What follows belongs to an exercise in optimizing a design on an open flow for small area; a production flow would make more cautious choices. In this exercise RTL edits were held to simulation tests only and were not proved equivalent to the original. The clock input has no modelled driver; a real chip could not lean on it and would need a root buffer or a full tree. Power is estimated from default activity; no workload was simulated.

// kosarka
module kosarka(
      input clk,                                            
      input rst,                                            
      input b0,b1,b2,b3,                                    
      input p0,p1,p2,                                       
      output a,b,c,d,e,f,g,dp,                              
      output [3:0] an                                       
    );
reg [4:0] brojac;                                           
reg       faza;                                             
reg [1:0] poz;                                              
reg [2:0] m5;                                               
reg [5:0] sek;                                              
reg [7:0] min;                                              
reg [7:0] rezulA, rezulB;                                   
reg stop;
reg [3:0] stanje;                                           
reg [3:0] displej;                                          
reg [3:0] prikaz;                                           
wire z     = (brojac == 5'd0);
wire tickD = z & faza;                                      
wire tickV = z & ~faza & poz[1] & poz[0] & ~m5[2] & ~m5[0];  
wire [7:0] v = p2 ? (poz[0] ? rezulA : rezulB)
                  : (poz[0] ? min : {2'b00, sek});
wire [3:0] vdes, vjed;
bcd konv(v, vdes, vjed);
wire [3:0] cifra_n = (poz[1] ^ poz[0]) ? vjed : vdes;
wire [3:0] tast = {b3, b2, b1, b0};
wire [3:0] akt  = stanje & ~tast;
  ...
Size: ~390 cells after synthesis, about 54 flip-flops, ~21 I/O pins.
==> flow/config.mk <==
export PLATFORM = sky130hd
export DESIGN_NAME = kosarka
export DESIGN_NICKNAME = kosarka
export VERILOG_FILES = /design/flow/design.v
export SDC_FILE = /design/flow/constraint.sdc
export NUM_CORES = 4
export LEC_CHECK = 0
export ABC_AREA = 1
export CAP_MARGIN = 20
export CORE_MARGIN = 2
export CORE_UTILIZATION = 75
export GPL_TIMING_DRIVEN = 0
export SLEW_MARGIN = 20
==> flow/constraint.sdc <==
create_clock -name core_clock -period 10.0 [get_ports {clk}]
set_input_delay 2.0000 -clock core_clock [delete_from_list [all_inputs] [get_ports {clk}]]
set_output_delay 2.0000 -clock core_clock [all_outputs]
set_load 0.01 [all_outputs]
standard.sh (not shown) runs the stock make flow with config.mk's settings and CLKGATE_MAP_FILE= SYNTH_SCRIPT=/design/flow/synth_recipe.tcl, a recipe that flattens the netlist after the stock synthesis.
==> flow/flow/run.sh <==
#!/bin/bash
# Own flow: the standard layout (standard.sh) with two synthesis changes
# that only change how the combinational logic is mapped; the registers come
# out of synthesis exactly as in the standard synthesis:
#  - adders are not extracted into full/half-adder cells (left to abc),
#  - abc maps for area (flow/area.abc) instead of with ORFS's delay script.
# Port buffers are buf_1, and the clock tree is one clock buffer per sector of
# the registers (flow/onebuf.tcl, run as the CTS step's PRE hook). Logs: flow.log here, per-step logs in orfs/logs.
set -euo pipefail
W=$(pwd)
F=$W/flow
export PRE_CTS_TCL=$F/onebuf.tcl
export CLK_NET=clk
export CLK_LEAF_BUF=sky130_fd_sc_hd__clkbuf_8
export CLK_LEAVES=3
{
  head -n 1 synth_recipe.tcl
  echo 'set ::env(ADDER_MAP_FILE) ""'
  echo 'proc abc {args} {'
  echo '  set i [lsearch -exact $args -script]'
  echo "  if {\$i >= 0} { lset args [expr {\$i + 1}] $F/area.abc }"
  echo '  yosys abc {*}$args'
  echo '}'
  tail -n +2 synth_recipe.tcl
} > my_synth.tcl
sed -e 's|synth_recipe\.tcl|my_synth.tcl|' \
    -e 's|"\${@:-finish}"|BUFFER_PORTS_ARGS="-buffer_cell sky130_fd_sc_hd__buf_1" "${@:-finish}"|' \
    standard.sh > my_standard.sh
grep -q my_synth.tcl my_standard.sh
grep -q BUFFER_PORTS_ARGS my_standard.sh
bash my_standard.sh > flow.log 2>&1
==> flow/flow/area.abc <==
strash; dch -f; amap; mfs2; strash; dch -f; amap; mfs2; strash; dch -f; amap
==> flow/flow/onebuf.tcl <==
# Clock tree of a few leaf buffers: the registers are split into CLK_LEAVES
# sectors around their centre, and the clock port drives one clock buffer
# (CLK_LEAF_BUF) per sector, placed at the centre of its registers.
rename clock_tree_synthesis orfs_clock_tree_synthesis
proc clock_tree_synthesis {args} {
  set block [ord::get_db_block]
  set dbu [$block getDbUnitsPerMicron]
  set net [$block findNet $::env(CLK_NET)]
  set pins {}
  set xs 0.0; set ys 0.0
  foreach pin [get_pins -of_objects [get_nets $::env(CLK_NET)]] {
    if {[get_property $pin direction] ne "input"} { continue }
    set box [[[sta::sta_to_db_pin $pin] getInst] getBBox]
    set x [expr {([$box xMin] + [$box xMax]) / 2.0 / $dbu}]
    set y [expr {([$box yMin] + [$box yMax]) / 2.0 / $dbu}]
    lappend pins [list $pin $x $y]
    set xs [expr {$xs + $x}]; set ys [expr {$ys + $y}]
  }
  set cx [expr {$xs / [llength $pins]}]
  set cy [expr {$ys / [llength $pins]}]
  array set grp {}
  foreach p $pins {
    lassign $p pin x y
    set a [expr {atan2($y - $cy, $x - $cx) + 3.14159265358979}]
    set q [expr {int($a / (6.28318530717959 / $::env(CLK_LEAVES))) % $::env(CLK_LEAVES)}]
    lappend grp($q) $p
  }
  set k 0
  foreach q [lsort [array names grp]] {
    set sx 0.0; set sy 0.0; set loads {}
    foreach p $grp($q) {
      lassign $p pin x y
      set sx [expr {$sx + $x}]; set sy [expr {$sy + $y}]
      lappend loads $pin
    }
    set n [llength $loads]
    puts "clock leaf $k: $n registers"
    insert_buffer -net $::env(CLK_NET) -load_pins $loads -buffer_cell $::env(CLK_LEAF_BUF) \
      -location [list [expr {$sx / $n}] [expr {$sy / $n}]] -buffer_name clkleaf_$k -net_name clknet_leaf_$k
    incr k
  }
  foreach it [$net getITerms] {
    foreach ot [[$it getInst] getITerms] {
      if {[$ot isOutputSignal]} { [$ot getNet] setSigType CLOCK }
    }
  }
  $net setSigType CLOCK
  set_propagated_clock [all_clocks]
}
Change:
--- a/flow/flow/run.sh
+++ b/flow/flow/run.sh
@@ -6,4 +6,3 @@
 #  - abc maps for area (flow/area.abc) instead of with ORFS's delay script.
-# Port buffers are buf_1, and the clock tree is one clock buffer per sector of
-# the registers (flow/onebuf.tcl, run as the CTS step's PRE hook). Logs: flow.log here, per-step logs in orfs/logs.
+# Port buffers are buf_1. Logs: flow.log here, per-step logs in orfs/logs.
 set -euo pipefail
@@ -11,6 +10,2 @@
 F=$W/flow
-export PRE_CTS_TCL=$F/onebuf.tcl
-export CLK_NET=clk
-export CLK_LEAF_BUF=sky130_fd_sc_hd__clkbuf_8
-export CLK_LEAVES=3
 {
==> flow/flow/area.abc (replaced) <==
strash; dch -f; amap; mfs2; strash; dch -f; amap
- CORE_UTILIZATION: 75 -> 70
- GPL_TIMING_DRIVEN: 0 -> default
removed: flow/flow/onebuf.tcl
What happened: Worst setup slack is worse by 0.38 ns. Clock skew stays flat. Clock power rises by 57%. Global-route usage rises by 1.3 points. Design area rises by 3.0%. Die area rises by 7.4%. Hold slack is worse by 0.019 ns. Sequential cell count is unchanged. Sequential power falls by about 2%. Maximum frequency falls by 5.4%.
Change:
--- a/flow/flow/run.sh
+++ b/flow/flow/run.sh
@@ -6,3 +6,4 @@
 #  - abc maps for area (flow/area.abc) instead of with ORFS's delay script.
-# Port buffers are buf_1. Logs: flow.log here, per-step logs in orfs/logs.
+# Port buffers are buf_1, and the clock tree is one clkbuf_8 cluster without
+# dummy loads (CTS_ARGS). Logs: flow.log here, per-step logs in orfs/logs.
 set -euo pipefail
@@ -10,2 +11,3 @@
 F=$W/flow
+export CTS="-sink_clustering_enable -repair_clock_nets -sink_clustering_size 64 -sink_clustering_max_diameter 200 -buf_list sky130_fd_sc_hd__clkbuf_8 -root_buf sky130_fd_sc_hd__clkbuf_8 -dont_use_dummy_load"
 {
@@ -21,3 +23,3 @@
 sed -e 's|synth_recipe\.tcl|my_synth.tcl|' \
-    -e 's|"\${@:-finish}"|BUFFER_PORTS_ARGS="-buffer_cell sky130_fd_sc_hd__buf_1" "${@:-finish}"|' \
+    -e 's|"\${@:-finish}"|BUFFER_PORTS_ARGS="-buffer_cell sky130_fd_sc_hd__buf_1" CTS_ARGS="$CTS" "${@:-finish}"|' \
     standard.sh > my_standard.sh
- CORE_UTILIZATION: 70 -> 85
Result:
- The new run ended with an error in global placement without I/O
- area after synthesis is unchanged
- synthesized cell count is unchanged
In the first run of this note the design's own scripts or RTL, not TritonCTS, make the clock network.

[what the ideal ports hide]
How much do the figures lean on ideal ports? The routed layouts below were timed once more, with nothing changed but the port constraints.
Step 1 assumes that a clkbuf_16 drives the clock port and a buf_2 every other input.
Step 2, shift: input delay + t, output delay - t, t = (earliest + latest rising clock arrival at the registers) / 2. This alone moves slack from input paths to output paths.
a / b / c = ideal / step 1 / step 2; a / b = the first two.
run | t (ns) | slack for setup (ns) | hold WS [ns] | worst setup path after step 2
the first run | 0.207 | 3.297 / 3.325 / 3.118 | 0.445 / 0.445 / 0.445 | input to register
the second run | 0.335 | 2.915 / 2.910 / 2.575 | 0.426 / 0.426 / 0.426 | input to register
After both steps every run listed still meets setup and hold. For the second run, which loses most, drivers alone change the setup slack by -0.005 ns; drivers and shift together by -0.340 ns.
